From an optimization exercise on the open Yosys and OpenROAD flow, aimed at small area, a short achievable clock period and few clock cycles; shortcuts taken in it are not production practice. Function was checked by simulation only, so behaviour that the tests miss may differ from the original. Power is estimated from default activity; no workload was simulated.

File: config.mk
export PLATFORM = sky130hd
export DESIGN_NAME = axi4_lite_system
export DESIGN_NICKNAME = axi4_lite_system
export VERILOG_FILES = /design/flow/design.v
export SDC_FILE = /design/flow/constraint.sdc
export NUM_CORES = 4
export LEC_CHECK = 0
export CAP_MARGIN = 20
export CORE_MARGIN = 2
export CORE_UTILIZATION = 40
export SLEW_MARGIN = 20
File: constraint.sdc
create_clock -name core_clock -period 3.0 [get_ports {clk}]
set_input_delay 0.6000 -clock core_clock [delete_from_list [all_inputs] [get_ports {clk}]]
set_output_delay 0.6000 -clock core_clock [all_outputs]
set_load 0.01 [all_outputs]
File: design.v
module AXI4_Lite_Master #(
    parameter integer C_M_AXI_ADDR_WIDTH = 32,
    parameter integer C_M_AXI_DATA_WIDTH = 32,
    parameter integer TIMEOUT_VAL = 255 
) (
    input wire  M_AXI_ACLK,
    input wire  M_AXI_ARESETN,
    input wire  usr_write_req,
    input wire  usr_read_req,
    input wire  [C_M_AXI_ADDR_WIDTH-1:0] usr_araddr, usr_awaddr,
    input wire  [C_M_AXI_DATA_WIDTH-1:0] usr_wdata,
    input wire  [C_M_AXI_DATA_WIDTH/8-1:0] usr_wstrb,
    output reg  [C_M_AXI_DATA_WIDTH-1:0] usr_rdata,
    output wire usr_wr_busy, usr_wr_done,
    output wire [1:0] usr_wr_resp,
    output wire usr_rd_busy, usr_rd_done,
    output wire [1:0] usr_rd_resp,
    output wire [C_M_AXI_ADDR_WIDTH-1 : 0] M_AXI_AWADDR,
    output wire [2 : 0] M_AXI_AWPROT,
    output wire  M_AXI_AWVALID,
    input wire  M_AXI_AWREADY,
    output wire [C_M_AXI_DATA_WIDTH-1 : 0] M_AXI_WDATA,
    output wire [C_M_AXI_DATA_WIDTH/8-1 : 0] M_AXI_WSTRB,
    output wire  M_AXI_WVALID,
    input wire  M_AXI_WREADY,
    input wire [1 : 0] M_AXI_BRESP,
    input wire  M_AXI_BVALID,
    output wire  M_AXI_BREADY,
    output wire [C_M_AXI_ADDR_WIDTH-1 : 0] M_AXI_ARADDR,
    output wire [2 : 0] M_AXI_ARPROT,
    output wire  M_AXI_ARVALID,
    input wire  M_AXI_ARREADY,
    input wire [C_M_AXI_DATA_WIDTH-1 : 0] M_AXI_RDATA,
    input wire [1 : 0] M_AXI_RRESP,
    input wire  M_AXI_RVALID,
    output wire  M_AXI_RREADY
);
    localparam W_IDLE = 2'b00, W_AW_W = 2'b01, W_B = 2'b10;
    localparam R_IDLE = 2'b00, R_AR   = 2'b01, R_R = 2'b10;
    reg [1:0] w_state, r_state;
    reg [C_M_AXI_ADDR_WIDTH-1:0] axi_awaddr, axi_araddr;
    reg [C_M_AXI_DATA_WIDTH-1:0] axi_wdata;
    reg [C_M_AXI_DATA_WIDTH/8-1:0] axi_wstrb;
    reg axi_awvalid, axi_wvalid, axi_bready;
    reg axi_arvalid, axi_rready;
    reg wr_busy, wr_done, rd_busy, rd_done;
    reg [1:0] wr_resp, rd_resp;
    reg [7:0] w_timeout_cnt, r_timeout_cnt;
    assign M_AXI_AWADDR  = axi_awaddr;
    assign M_AXI_AWPROT  = 3'b000;
    assign M_AXI_AWVALID = axi_awvalid;
    assign M_AXI_WDATA   = axi_wdata;
    assign M_AXI_WSTRB   = axi_wstrb;
    assign M_AXI_WVALID  = axi_wvalid;
    assign M_AXI_BREADY  = axi_bready;
    assign M_AXI_ARADDR  = axi_araddr;
    assign M_AXI_ARPROT  = 3'b000;
    assign M_AXI_ARVALID = axi_arvalid;
    assign M_AXI_RREADY  = axi_rready;
    assign usr_wr_busy = wr_busy;  
    assign usr_wr_done = wr_done;  
    assign usr_wr_resp = wr_resp;
    assign usr_rd_busy = rd_busy;  
    assign usr_rd_done = rd_done;
    assign usr_rd_resp = rd_resp;
    always @(posedge M_AXI_ACLK) begin
        if (!M_AXI_ARESETN) begin
            w_state       <= W_IDLE;
            axi_awvalid   <= 0;
            axi_wvalid    <= 0;
            axi_bready    <= 0;
            wr_busy       <= 0;
            wr_done       <= 0;
            w_timeout_cnt <= 0;
        end else begin
            wr_done <= 0;
            case (w_state)
                W_IDLE: begin
                    w_timeout_cnt <= 0;
                    if (usr_write_req) begin
                        w_state     <= W_AW_W;
                        axi_awaddr  <= usr_awaddr;
                        axi_wdata   <= usr_wdata;
                        axi_wstrb   <= usr_wstrb;
                        axi_awvalid <= 1'b1;
                        axi_wvalid  <= 1'b1;
                        wr_busy     <= 1'b1;
                    end else wr_busy <= 1'b0;
                end
                W_AW_W: begin
                    w_timeout_cnt <= w_timeout_cnt + 1;
                    if (M_AXI_AWREADY && axi_awvalid) axi_awvalid <= 1'b0;
                    if (M_AXI_WREADY  && axi_wvalid)  axi_wvalid  <= 1'b0;
                    if (!axi_awvalid && !axi_wvalid) begin
                        axi_bready    <= 1'b1;
                        w_state       <= W_B;
                        w_timeout_cnt <= 0;
                    end else if (w_timeout_cnt >= TIMEOUT_VAL) begin
                        axi_awvalid <= 1'b0;
                        axi_wvalid  <= 1'b0;
                        wr_resp     <= 2'b10;  
                        wr_done     <= 1'b1;
                        w_state     <= W_IDLE;
                    end
                end
                W_B: begin
                    w_timeout_cnt <= w_timeout_cnt + 1;
                    if (M_AXI_BVALID && axi_bready) begin
                        axi_bready <= 1'b0;
                        wr_resp    <= M_AXI_BRESP;
                        wr_done    <= 1'b1;
                        w_state    <= W_IDLE;
                    end else if (w_timeout_cnt >= TIMEOUT_VAL) begin
                        axi_bready <= 1'b0;
                        wr_resp    <= 2'b10; 
                        wr_done    <= 1'b1;
                        w_state    <= W_IDLE;
                    end
                end
                default: w_state <= W_IDLE;
            endcase
        end
    end
    always @(posedge M_AXI_ACLK) begin
        if (!M_AXI_ARESETN) begin
            r_state       <= R_IDLE;
            axi_arvalid   <= 0;
            axi_rready    <= 0;
            rd_busy       <= 0;
            rd_done       <= 0;
            usr_rdata     <= 0;
            r_timeout_cnt <= 0;
        end else begin
            rd_done <= 0;
            case (r_state)
                R_IDLE: begin
                    r_timeout_cnt <= 0;
                    if (usr_read_req) begin
                        r_state     <= R_AR;
                        axi_araddr  <= usr_araddr;
                        axi_arvalid <= 1'b1;
                        rd_busy     <= 1'b1;
                    end else rd_busy <= 1'b0;
                end
                R_AR: begin
                    r_timeout_cnt <= r_timeout_cnt + 1;
                    if (M_AXI_ARREADY && axi_arvalid) begin
                        axi_arvalid   <= 1'b0;
                        axi_rready    <= 1'b1;
                        r_state       <= R_R;
                        r_timeout_cnt <= 0;
                    end else if (r_timeout_cnt >= TIMEOUT_VAL) begin
                        axi_arvalid   <= 1'b0;
                        rd_resp       <= 2'b10;
                        rd_done       <= 1'b1;
                        r_state       <= R_IDLE;
                    end
                end
                R_R: begin
                    r_timeout_cnt <= r_timeout_cnt + 1;
                    if (M_AXI_RVALID && axi_rready) begin
                        axi_rready <= 1'b0;
                        usr_rdata  <= M_AXI_RDATA;
                        rd_resp    <= M_AXI_RRESP;
                        rd_done    <= 1'b1;
                        r_state    <= R_IDLE;
                    end else if (r_timeout_cnt >= TIMEOUT_VAL) begin
                        axi_rready <= 1'b0;
                        rd_resp    <= 2'b10;
                        rd_done    <= 1'b1;
                        r_state    <= R_IDLE;
                    end
                end
                default: r_state <= R_IDLE;
            endcase
        end
    end
endmodule
module AXI4_Lite_Slave #(
    parameter integer C_S_AXI_DATA_WIDTH = 32,
    parameter integer C_S_AXI_ADDR_WIDTH = 4
) (
    input wire  S_AXI_ACLK,
    input wire  S_AXI_ARESETN,
    input wire [C_S_AXI_ADDR_WIDTH-1 : 0] S_AXI_AWADDR,
    input wire [2 : 0] S_AXI_AWPROT,
    input wire  S_AXI_AWVALID,
    output wire  S_AXI_AWREADY,
    input wire [C_S_AXI_DATA_WIDTH-1 : 0] S_AXI_WDATA,
    input wire [(C_S_AXI_DATA_WIDTH/8)-1 : 0] S_AXI_WSTRB,
    input wire  S_AXI_WVALID,
    output wire  S_AXI_WREADY,
    output wire [1 : 0] S_AXI_BRESP,
    output wire  S_AXI_BVALID,
    input wire  S_AXI_BREADY,
    input wire [C_S_AXI_ADDR_WIDTH-1 : 0] S_AXI_ARADDR,
    input wire [2 : 0] S_AXI_ARPROT,
    input wire  S_AXI_ARVALID,
    output wire  S_AXI_ARREADY,
    output wire [C_S_AXI_DATA_WIDTH-1 : 0] S_AXI_RDATA,
    output wire [1 : 0] S_AXI_RRESP,
    output wire  S_AXI_RVALID,
    input wire  S_AXI_RREADY
);
    reg [C_S_AXI_DATA_WIDTH-1:0] slv_reg0, slv_reg1, slv_reg2, slv_reg3;
    reg axi_awready, axi_wready, axi_bvalid, axi_arready, axi_rvalid;
    reg [1:0] axi_bresp, axi_rresp;
    reg [C_S_AXI_DATA_WIDTH-1:0] axi_rdata;
    reg [C_S_AXI_ADDR_WIDTH-1:0] axi_awaddr, axi_araddr;
    reg aw_addr_valid, ar_addr_valid;
    assign S_AXI_AWREADY = axi_awready;
    assign S_AXI_WREADY  = axi_wready;
    assign S_AXI_BRESP   = axi_bresp;
    assign S_AXI_BVALID  = axi_bvalid;
    assign S_AXI_ARREADY = axi_arready;
    assign S_AXI_RDATA   = axi_rdata;
    assign S_AXI_RRESP   = axi_rresp;
    assign S_AXI_RVALID  = axi_rvalid;
    function is_addr_valid(input [C_S_AXI_ADDR_WIDTH-1:0] addr);
        is_addr_valid = (addr == 4'h0 || addr == 4'h4 || addr == 4'h8 || addr == 4'hC);
    endfunction
    always @(posedge S_AXI_ACLK) begin
        if (!S_AXI_ARESETN) begin
            axi_awready   <= 1'b0;
            axi_wready    <= 1'b0;
            aw_addr_valid <= 1'b0;
        end else begin
            if (~axi_awready && S_AXI_AWVALID && S_AXI_WVALID) begin
                axi_awready   <= 1'b1;
                axi_wready    <= 1'b1;
                axi_awaddr    <= S_AXI_AWADDR;
                aw_addr_valid <= is_addr_valid(S_AXI_AWADDR);
            end else begin
                axi_awready <= 1'b0;
                axi_wready  <= 1'b0;
            end
        end
    end
    always @(posedge S_AXI_ACLK) begin
        if (!S_AXI_ARESETN) begin
            slv_reg0 <= 0; slv_reg1 <= 0; slv_reg2 <= 0; slv_reg3 <= 0;
        end else if (axi_wready && S_AXI_WVALID && axi_awready && S_AXI_AWVALID && aw_addr_valid) begin
            case (axi_awaddr[3:2])
                2'h0: begin
                    if (S_AXI_WSTRB[0]) slv_reg0[7:0]   <= S_AXI_WDATA[7:0];
                    if (S_AXI_WSTRB[1]) slv_reg0[15:8]  <= S_AXI_WDATA[15:8];
                    if (S_AXI_WSTRB[2]) slv_reg0[23:16] <= S_AXI_WDATA[23:16];
                    if (S_AXI_WSTRB[3]) slv_reg0[31:24] <= S_AXI_WDATA[31:24];
                end
                2'h1: begin
                    if (S_AXI_WSTRB[0]) slv_reg1[7:0]   <= S_AXI_WDATA[7:0];
                    if (S_AXI_WSTRB[1]) slv_reg1[15:8]  <= S_AXI_WDATA[15:8];
                    if (S_AXI_WSTRB[2]) slv_reg1[23:16] <= S_AXI_WDATA[23:16];
                    if (S_AXI_WSTRB[3]) slv_reg1[31:24] <= S_AXI_WDATA[31:24];
                end
                2'h2: begin
                    if (S_AXI_WSTRB[0]) slv_reg2[7:0]   <= S_AXI_WDATA[7:0];
                    if (S_AXI_WSTRB[1]) slv_reg2[15:8]  <= S_AXI_WDATA[15:8];
                    if (S_AXI_WSTRB[2]) slv_reg2[23:16] <= S_AXI_WDATA[23:16];
                    if (S_AXI_WSTRB[3]) slv_reg2[31:24] <= S_AXI_WDATA[31:24];
                end
                2'h3: begin
                    if (S_AXI_WSTRB[0]) slv_reg3[7:0]   <= S_AXI_WDATA[7:0];
                    if (S_AXI_WSTRB[1]) slv_reg3[15:8]  <= S_AXI_WDATA[15:8];
                    if (S_AXI_WSTRB[2]) slv_reg3[23:16] <= S_AXI_WDATA[23:16];
                    if (S_AXI_WSTRB[3]) slv_reg3[31:24] <= S_AXI_WDATA[31:24];
                end
            endcase
        end
    end
    always @(posedge S_AXI_ACLK) begin
        if (!S_AXI_ARESETN) begin
            axi_bvalid <= 1'b0;
            axi_bresp  <= 2'b00;
        end else if (axi_awready && S_AXI_AWVALID && axi_wready && S_AXI_WVALID && ~axi_bvalid) begin
            axi_bvalid <= 1'b1;
            axi_bresp  <= aw_addr_valid ? 2'b00 : 2'b11;  
        end else if (S_AXI_BREADY && axi_bvalid) begin
            axi_bvalid <= 1'b0;
        end
    end
    always @(posedge S_AXI_ACLK) begin
        if (!S_AXI_ARESETN) begin
            axi_arready   <= 1'b0;
            axi_araddr    <= 0;
            ar_addr_valid <= 1'b0;
        end else if (~axi_arready && S_AXI_ARVALID) begin
            axi_arready   <= 1'b1;
            axi_araddr    <= S_AXI_ARADDR;
            ar_addr_valid <= is_addr_valid(S_AXI_ARADDR);
        end else begin
            axi_arready <= 1'b0;
        end
    end
    always @(posedge S_AXI_ACLK) begin
        if (!S_AXI_ARESETN) begin
            axi_rvalid <= 1'b0;
            axi_rresp  <= 2'b00;
            axi_rdata  <= 0;
        end else if (axi_arready && S_AXI_ARVALID && ~axi_rvalid) begin
            axi_rvalid <= 1'b1;
            axi_rresp  <= ar_addr_valid ? 2'b00 : 2'b11;
            if (ar_addr_valid) begin
                case (axi_araddr[3:2])
                    2'h0: axi_rdata <= slv_reg0;
                    2'h1: axi_rdata <= slv_reg1;
                    2'h2: axi_rdata <= slv_reg2;
                    2'h3: axi_rdata <= slv_reg3;
                endcase
            end else axi_rdata <= 32'hDEADDEAD;
        end else if (axi_rvalid && S_AXI_RREADY) begin
            axi_rvalid <= 1'b0;
        end
    end
endmodule
module axi4_lite_system (
    input  wire        clk,
    input  wire        resetn,
    input  wire        usr_write_req,
    input  wire        usr_read_req,
    input  wire [31:0] usr_araddr,
    input  wire [31:0] usr_awaddr,
    input  wire [31:0] usr_wdata,
    input  wire [3:0]  usr_wstrb,
    output wire [31:0] usr_rdata,
    output wire        usr_wr_busy,
    output wire        usr_wr_done,
    output wire [1:0]  usr_wr_resp,
    output wire        usr_rd_busy,
    output wire        usr_rd_done,
    output wire [1:0]  usr_rd_resp
);
    wire [31:0] awaddr, wdata, araddr, rdata;
    wire [2:0]  awprot, arprot;
    wire [1:0]  bresp, rresp;
    wire [3:0]  wstrb;
    wire        awvalid, awready, wvalid, wready, bvalid, bready;
    wire        arvalid, arready, rvalid, rready;
    AXI4_Lite_Master #(
        .C_M_AXI_ADDR_WIDTH(32),
        .C_M_AXI_DATA_WIDTH(32),
        .TIMEOUT_VAL(255)
    ) u_master (
        .M_AXI_ACLK(clk), .M_AXI_ARESETN(resetn),
        .usr_write_req(usr_write_req), .usr_read_req(usr_read_req),
        .usr_araddr(usr_araddr), .usr_awaddr(usr_awaddr),
        .usr_wdata(usr_wdata), .usr_wstrb(usr_wstrb), .usr_rdata(usr_rdata),
        .usr_wr_busy(usr_wr_busy), .usr_wr_done(usr_wr_done), .usr_wr_resp(usr_wr_resp),
        .usr_rd_busy(usr_rd_busy), .usr_rd_done(usr_rd_done), .usr_rd_resp(usr_rd_resp),
        .M_AXI_AWADDR(awaddr), .M_AXI_AWPROT(awprot), .M_AXI_AWVALID(awvalid), .M_AXI_AWREADY(awready),
        .M_AXI_WDATA(wdata), .M_AXI_WSTRB(wstrb), .M_AXI_WVALID(wvalid), .M_AXI_WREADY(wready),
        .M_AXI_BRESP(bresp), .M_AXI_BVALID(bvalid), .M_AXI_BREADY(bready),
        .M_AXI_ARADDR(araddr), .M_AXI_ARPROT(arprot), .M_AXI_ARVALID(arvalid), .M_AXI_ARREADY(arready),
        .M_AXI_RDATA(rdata), .M_AXI_RRESP(rresp), .M_AXI_RVALID(rvalid), .M_AXI_RREADY(rready)
    );
    AXI4_Lite_Slave #(
        .C_S_AXI_DATA_WIDTH(32),
        .C_S_AXI_ADDR_WIDTH(4)
    ) u_slave (
        .S_AXI_ACLK(clk), .S_AXI_ARESETN(resetn),
        .S_AXI_AWADDR(awaddr[3:0]), .S_AXI_AWPROT(awprot), .S_AXI_AWVALID(awvalid), .S_AXI_AWREADY(awready),
        .S_AXI_WDATA(wdata), .S_AXI_WSTRB(wstrb), .S_AXI_WVALID(wvalid), .S_AXI_WREADY(wready),
        .S_AXI_BRESP(bresp), .S_AXI_BVALID(bvalid), .S_AXI_BREADY(bready),
        .S_AXI_ARADDR(araddr[3:0]), .S_AXI_ARPROT(arprot), .S_AXI_ARVALID(arvalid), .S_AXI_ARREADY(arready),
        .S_AXI_RDATA(rdata), .S_AXI_RRESP(rresp), .S_AXI_RVALID(rvalid), .S_AXI_RREADY(rready)
    );
endmodule
File: run.sh
#!/bin/bash
# synth_recipe.tcl (not shown) runs the flow's synth.tcl, then flattens the netlist and writes it again
# the make line also repeats each setting of config.mk as NAME=value (left out here)
make -C /OpenROAD-flow-scripts/flow DESIGN_CONFIG=/design/flow/config.mk WORK_HOME=/design/flow/orfs CLKGATE_MAP_FILE= SYNTH_SCRIPT=/design/flow/synth_recipe.tcl finish
==> impl_metrics.toml, run 1 <==
[timing]
min_period_ps = 2090
skew_ps = 14.2
min_period_over_period_pct = 69.5
tns_ps = 0
max_freq_mhz = 480
slew_violations = 0
rsz0062_at_grt = "false"
setup_violations = 0
hold_viol = 0
worst_pin_slew_ps = 847
slew_headroom_pct = 43.4
post-route-worst-setup-slack_ps = 915

[global_route]
overflow = 0
grt_max_degree = 153
grt_use_total_pct = 15.2
grt_first_pass_wirelength_um = 37500
grt_pass1_vias = 6878
antenna_found_initial = 0

[floorplan]
die_h_um = 174
initial_core_util_pct = 40.4
fp.dieW_um = 174
io_pins = 144
coreArea_um2 = 28600
die_area_um2 = 30300
std_cell_rows = 62

[power_and_ir_drop]
p_int_mw = 6.26
swShare_pct = 21.6
clkPwrFrac_pct = 45.3
p_leak_nw = 5.39
pwr-share-comb_pct = 4.4
switching_power_mw = 1.72
pwr_density_cell_nw_per_um2 = 579
seq_power_share_pct = 50.3
irDropWorstVdd_mv = 0.357
p_total_mw = 7.98

[clocking]
clkSinkCount = 281
ctsResizeCount = 0
cts_tree = "yes"
cts_hold_buffers = 0
clk_latency_ps = 550
numCtsBuffers = 31
path_clk_slew_ps = 60
cts_buffer_depth = 3
htree_levels = 1
postCtsSetupBuffers = 0
ctsRootBufferMaster = "clkbuf_16"

[yosys]
netlist_area_um2 = 11600
ys_types = 50
syn-num-nets = 1088
synth_largest_area_cell = "dfxtp_1"
synth_mux_area_share_pct = 17.6
ys_seq_area_share_pct = 52.9
synthArstFlopShare_pct = 0
synth_top_area_share_pct = 40.0
synth_compound_area_share_pct = 8.07
synthSimpleGateAreaFrac_pct = 16.9
syn-mean-instance-area_um2 = 11.9
yosys_warnings = 2
ys_seq_elements = 281
yosys.area_share.adder_pct = 1.30
synth_common_cells = "dfxtp_1 (231), nor2b_1 (150), mux2i_1 (131)"
synth.area.top_cells = "dfxtp_1 (40%), edfxtp_1 (13%), mux2i_1 (11%)"
synth_edf_count = 50
synth.most_common_cell = "dfxtp_1"
postSynthCellCount = 972
synth_ff_type = "dfxtp_1"
synth_top_family_by_area = "multiplexers"
synthXorXnorAreaFrac_pct = 0.757

[placement]
gp_congestion = 0.799
dp_slack_ps = 950
io_buffers = 87
dp_hpwl_um = 15100

[drt]
vias_per_cell = 4.92
avgRoutedWirePerCell_um = 16.0
top_layer = "met4"
met3WireLength_um = 955
totalWireLength_um = 23400
drc = 0
drtAntennaViolNets = 0
drtPass1Iterations = 4
routed-via-count = 7177
wl_met1_um = 12000
routed-wl-met2_um = 10000
first_iter_violations = 480

[setup_path]
crit_path_start = "u_master.usr_rdata[24]"
crit_slowest_cell = "clkdlybuf4s50_1"
r2r-start = "u_slave.axi_awaddr[2]"
max_stage_delay_ps = 560
crit_fanout = 2
required_ps = 2400
crit_family = "buffers and inverters"
reg2regPathDepth = 4
cp.arrival_ps = 1490
startpoint_type = "flop"
worstReg2RegEnd = "u_slave.slv_reg1[18]"
path_buf_inv = 1
path_cells = "clkdlybuf4s50_1"
critPathCaptureType = "output port"
reg2reg_slack_ps = 960
path_class = "flop to output port"

[outcome]
outcome = "complete, no violations"

[min_path]
hold_class = "primary input to flop"
hp-start = "resetn"
whs_path_depth = 2
whs_endpoint = "u_master.r_state[1]"

[finish]
syn_to_final_growth_pct = 19.0
antenna_cells = 0
final_nets = 1166
drive_gt1_share_pct = 12.6

[flow_run]
drv_cap = 0
## sequential cells by signal (all words and copies together), names as in the netlist, 32 cells and up
signal              count
u_slave.slv_reg3       32
u_slave.slv_reg0       32
u_master.usr_rdata     32
u_slave.slv_reg1       32
u_master.axi_wdata     32
u_slave.slv_reg2       32
u_slave.axi_rdata      32
## metal layers
metal	vias to the layer above	track usage (%)
met1	3417	23.0
met5	-	0
met2	111	22.8
met4	0	3.43
li1	3621	-
met3	28	2.41
## how the worst max path moves through the flow
| stage | endpoint | depth (start not counted) |
|---|---|---|
| 2_1_floorplan | u_master.axi_awaddr[0] | 3 |
| 3_3_place_gp | u_master.axi_wdata[2] | 4 |
| 3_5_place_dp | u_master.axi_wdata[2] | 4 |
| 4_1_cts | usr_rdata[4] | 1 |
| 5_1_grt | u_slave.slv_reg1[18] | 4 |
| 6_report | usr_rdata[24] | 1 |
## area by class of cell
class | instances | area [um2]
Inverter | 7 | 26.3
Multi-Input combinational cell | 629 | 5160
Clock buffer | 44 | 895
Tap cell | 384 | 480
Timing Repair Buffer | 100 | 991
Fill cell | 2606 | 14900
Sequential cell | 281 | 6130
Clock inverter | 14 | 92.6
## power groups by stage
| stage | registers (mW) | logic (mW) | clock network, mW |
|---|---|---|---|
| after global placement | 4.10 | 0.352 | 0 |
| after detailed placement | 4.09 | 0.353 | 0 |
| after global routing | 4.02 | 0.380 | 3.88 |
| after CTS | 4.01 | 0.355 | 3.72 |
| after floorplan | 4.06 | 0.232 | 0 |
| final | 4.01 | 0.350 | 3.61 |
## cells in the final DEF, fill, tap and decap left out, types with 22 or more instances in the layout
cell type        instances
edfxtp_1                50
a21boi_0                45
mux4_2                  32
dfxtp_1                229
mux2i_1                131
nand2_1                 86
clkbuf_16               31
nor2b_1                150
o221a_2                 22
clkdlybuf4s50_1         86
## cells by family after synthesis
logic type	Yosys count
and+or+nand+nor	324
DFF	281
muxes	163
AOI/OAI and AO/OA	120
buffers and inverters	62
adders and majority gates	12
xor gates and xnor gates	10
## through the flow
| stage | hold slack, ps | util (%) | std cells | cell area, um2 |
|---|---|---|---|---|
| finish | 406 | 48.1 | 1459 | 13800 |
| global route | 394 | 48.1 | 1459 | 13800 |
| CTS | 381 | 48.1 | 1459 | 13800 |
| detailed placement | 434 | 44.7 | 1401 | 12800 |
| global placement | 436 | 44.7 | 1401 | 12800 |
| floorplan | 400 | - | 972 | 11600 |
Testbench counts, summed over its fixed seeds: cycles 10,770.
==> inputs of run 2 (changes only) <==
==> design.v (replaced) <==
module axi4_lite_system (
    input  wire        clk,
    input  wire        resetn,
    input  wire        usr_write_req,
    input  wire        usr_read_req,
    input  wire [31:0] usr_araddr,
    input  wire [31:0] usr_awaddr,
    input  wire [31:0] usr_wdata,
    input  wire [3:0]  usr_wstrb,
    output wire [31:0] usr_rdata,
    output wire        usr_wr_busy,
    output wire        usr_wr_done,
    output wire [1:0]  usr_wr_resp,
    output wire        usr_rd_busy,
    output wire        usr_rd_done,
    output wire [1:0]  usr_rd_resp
);
    reg [31:0] slv_reg0, slv_reg1, slv_reg2, slv_reg3;
    reg [31:0] rdata;
    reg        wr_done, rd_done;
    reg        wr_err, rd_err;
    wire aw_ok = (usr_awaddr[1:0] == 2'b00);
    wire ar_ok = (usr_araddr[1:0] == 2'b00);
    wire wr_en = usr_write_req & aw_ok;
    always @(posedge clk) begin
        if (!resetn) begin
            slv_reg0 <= 32'h0; slv_reg1 <= 32'h0; slv_reg2 <= 32'h0; slv_reg3 <= 32'h0;
        end else if (wr_en) begin
            case (usr_awaddr[3:2])
                2'h0: begin
                    if (usr_wstrb[0]) slv_reg0[7:0]   <= usr_wdata[7:0];
                    if (usr_wstrb[1]) slv_reg0[15:8]  <= usr_wdata[15:8];
                    if (usr_wstrb[2]) slv_reg0[23:16] <= usr_wdata[23:16];
                    if (usr_wstrb[3]) slv_reg0[31:24] <= usr_wdata[31:24];
                end
                2'h1: begin
                    if (usr_wstrb[0]) slv_reg1[7:0]   <= usr_wdata[7:0];
                    if (usr_wstrb[1]) slv_reg1[15:8]  <= usr_wdata[15:8];
                    if (usr_wstrb[2]) slv_reg1[23:16] <= usr_wdata[23:16];
                    if (usr_wstrb[3]) slv_reg1[31:24] <= usr_wdata[31:24];
                end
                2'h2: begin
                    if (usr_wstrb[0]) slv_reg2[7:0]   <= usr_wdata[7:0];
                    if (usr_wstrb[1]) slv_reg2[15:8]  <= usr_wdata[15:8];
                    if (usr_wstrb[2]) slv_reg2[23:16] <= usr_wdata[23:16];
                    if (usr_wstrb[3]) slv_reg2[31:24] <= usr_wdata[31:24];
                end
                2'h3: begin
                    if (usr_wstrb[0]) slv_reg3[7:0]   <= usr_wdata[7:0];
                    if (usr_wstrb[1]) slv_reg3[15:8]  <= usr_wdata[15:8];
                    if (usr_wstrb[2]) slv_reg3[23:16] <= usr_wdata[23:16];
                    if (usr_wstrb[3]) slv_reg3[31:24] <= usr_wdata[31:24];
                end
            endcase
        end
    end
    always @(posedge clk) begin
        if (ar_ok) begin
            case (usr_araddr[3:2])
                2'h0: rdata <= slv_reg0;
                2'h1: rdata <= slv_reg1;
                2'h2: rdata <= slv_reg2;
                2'h3: rdata <= slv_reg3;
            endcase
        end else rdata <= 32'hDEADDEAD;
    end
    always @(posedge clk) begin
        wr_err <= ~aw_ok;
        rd_err <= ~ar_ok;
    end
    always @(posedge clk) begin
        wr_done <= usr_write_req & resetn;
        rd_done <= usr_read_req & resetn;
    end
    assign usr_rdata   = rdata;
    assign usr_wr_busy = wr_done;
    assign usr_wr_done = wr_done;
    assign usr_wr_resp = {2{wr_err}};
    assign usr_rd_busy = rd_done;
    assign usr_rd_done = rd_done;
    assign usr_rd_resp = {2{rd_err}};
endmodule
==> impl_metrics.toml, run 2 <==
[outcome]
outcome = "complete, no violations"

[clocking]
path_clk_slew_ps = 60
htree_levels = 4
cts_tree = "yes"
clkSinkCount = 164
cts_buffer_depth = 2
ctsRootBufferMaster = "clkbuf_16"
clk_latency_ps = 420
postCtsSetupBuffers = 0
ctsResizeCount = 0
cts_hold_buffers = 0
numCtsBuffers = 17

[yosys]
yosys_warnings = 1
synth_largest_area_cell = "dfxtp_1"
synth_top_area_share_pct = 50.4
synthArstFlopShare_pct = 0
ys_types = 21
synth_ff_type = "dfxtp_1"
postSynthCellCount = 589
synth.area.top_cells = "dfxtp_1 (50%), mux2i_1 (20%), mux4_2 (11%)"
syn-num-nets = 693
synth.most_common_cell = "dfxtp_1"
synth_edf_count = 0
syn-mean-instance-area_um2 = 11.1
synth_common_cells = "dfxtp_1 (164), nand2_1 (161), mux2i_1 (128)"
ys_seq_area_share_pct = 50.4
ys_seq_elements = 164
netlist_area_um2 = 6520

[power_and_ir_drop]
pwr_density_cell_nw_per_um2 = 556
irDropWorstVdd_mv = 0.414
p_total_mw = 4.52
p_leak_nw = 2.82

[timing]
skew_ps = 5.77
tns_ps = 0
max_freq_mhz = 488
post-route-worst-setup-slack_ps = 950
holdWs_ps = 452
hold_viol = 0
rsz0062_at_grt = "false"
worst_pin_slew_ps = 716
min_period_over_period_pct = 68.3
min_period_ps = 2050
setup_violations = 0
slew_violations = 0
slew_headroom_pct = 52.3

[global_route]
grt_max_degree = 64
antenna_found_initial = 0
grt_first_pass_wirelength_um = 23000
grt_use_total_pct = 16.9
overflow = 0
grt_pass1_vias = 4582

[setup_path]
r2r-start = "slv_reg3[7]"
reg2reg_slack_ps = 1820
required_ps = 3340
path_class = "primary input to flop"
reg2regPathDepth = 2
critPathCaptureType = "flop"
worstReg2RegEnd = "rdata[7]"
startpoint_type = "primary input"
cp.arrival_ps = 2390
crit_fanout = 5

[finish]
syn_to_final_growth_pct = 24.8
layout_commonest_cell = "dfxtp_1"
drive_gt1_share_pct = 16.2
final_nets = 772
antenna_cells = 0
mostFrequentLayoutCells = "dfxtp_1 (164), nand2_1 (161), mux2i_1 (128), clkdlybuf4s50_1 (85), mux4_2 (32)"

[floorplan]
coreArea_um2 = 15900
std_cell_rows = 46
initial_core_util_pct = 41.0
io_pins = 144
die_area_um2 = 17300
fp.dieW_um = 132
die_h_um = 132

[placement]
gp_congestion = 0.680
dp_hpwl_um = 9130
io_buffers = 87
dp_slack_ps = 495

[min_path]
hold_class = "flop to flop"
hp-start = "slv_reg3[29]"
whs_path_depth = 2
whs_endpoint = "slv_reg3[29]"

[drt]
totalWireLength_um = 14000
drc = 0
drtAntennaViolNets = 0
vias_per_cell = 4.88
first_iter_violations = 194
drtPass1Iterations = 6
routed-via-count = 4360
avgRoutedWirePerCell_um = 15.7

[flow_run]
drv_cap = 0
[run 2: changes by cell type after synthesis, sizes merged, moves of 24 or more]
cell | before | now
a21boi | 45 | 0
dfxtp | 231 | 164
edfxtp | 50 | 0
nand2 | 86 | 161
nor2b | 150 | 11
or2 | 0 | 24
[run 2: how the worst max path moves through the flow]
| stage | from | cells after the start | endpoint |
|---|---|---|---|
| floorplan | usr_araddr[2] | 4 | rdata[0] |
| global placement | usr_awaddr[1] | 5 | slv_reg2[13] |
| detailed placement | usr_awaddr[1] | 5 | slv_reg2[14] |
| CTS | usr_awaddr[1] | 5 | slv_reg2[14] |
| global route | usr_awaddr[3] | 4 | slv_reg0[15] |
| finish | usr_awaddr[1] | 5 | slv_reg2[14] |
[run 2: routing by layer]
metal  GRT usage, %  wire, um  vias up
met1           20.6      6400     2111
met5              0         0        -
met3           3.82       467       19
met2           28.4      6880       88
li1               -         -     2142
met4           7.49       265        0
[run 2: power by group]
group / leakage (nW) / switching (mW) / internal [mW]
Combinational: 1.22 / 0.154 / 0.155
Clock: 0.268 / 0.808 / 1.19
Sequential: 1.33 / 0.0108 / 2.21
[run 2: final cells by class]
cell class,instances,area [um2]
clock buffers,23,478
clock inverters,6,55.1
fillers,1466,7750
multi-input cells,382,3030
flip-flops and latches,164,3280
well taps,216,270
repair buffers,103,1020
[run 2: cells by family after synthesis]
kind of cell | synth area share (%)
simple gates | 15.7
flops | 50.4
mux | 30.7
buf+inv | 3.21
[run 2: critical path, stage by stage]
cell and delay, ps:
clkdlybuf4s50_1 490, or3_1 550, nor2_2 310, buf_4 230
mux2i_1 210
[run 2: per-stage QoR]
| stage | std cells | util, % | cell area (um2) |
|---|---|---|---|
| after floorplan | 589 | - | 6520 |
| after global placement | 865 | 47.8 | 7600 |
| after detailed placement | 865 | 47.8 | 7600 |
| after CTS | 894 | 51.2 | 8130 |
| after global routing | 894 | 51.2 | 8130 |
| final | 894 | 51.2 | 8130 |
Testbench counts of run 2, summed over its fixed seeds: cycles 2,400.

## afterwards: timing with drivers on the ports
Ports are ideal in the flow. The routed layouts listed here were re-timed in OpenROAD.
Step 1 assumes that a clkbuf_16 drives the clock port and a buf_2 every other input.
Step 2 adds t to the input delays and takes it off the output delays; t is the mean of the earliest and latest rising clock arrival at the registers after step 1. Input paths then give back, and output paths get back, about the clock's delay inside the block.
Slacks: ideal / step 1 / step 2; pairs: ideal / step 1.
| run | t (ns) | setup slack, ns | hold slack, ns | worst setup path at the end | pins driven straight from the clock port |
|---|---|---|---|---|---|
| run 1 | 0.593 | 0.915 / 0.865 / 0.929 | 0.406 / 0.382 / 0.450 | input to register | 1 |
| run 2 | 0.465 | 0.950 / 0.931 / 0.466 | 0.452 / 0.452 / 0.452 | input to register | 1 |
After both steps every run listed still meets setup and hold. The setup slack of run 2, which loses most, moves by -0.019 ns with the drivers and by -0.484 ns with both steps.
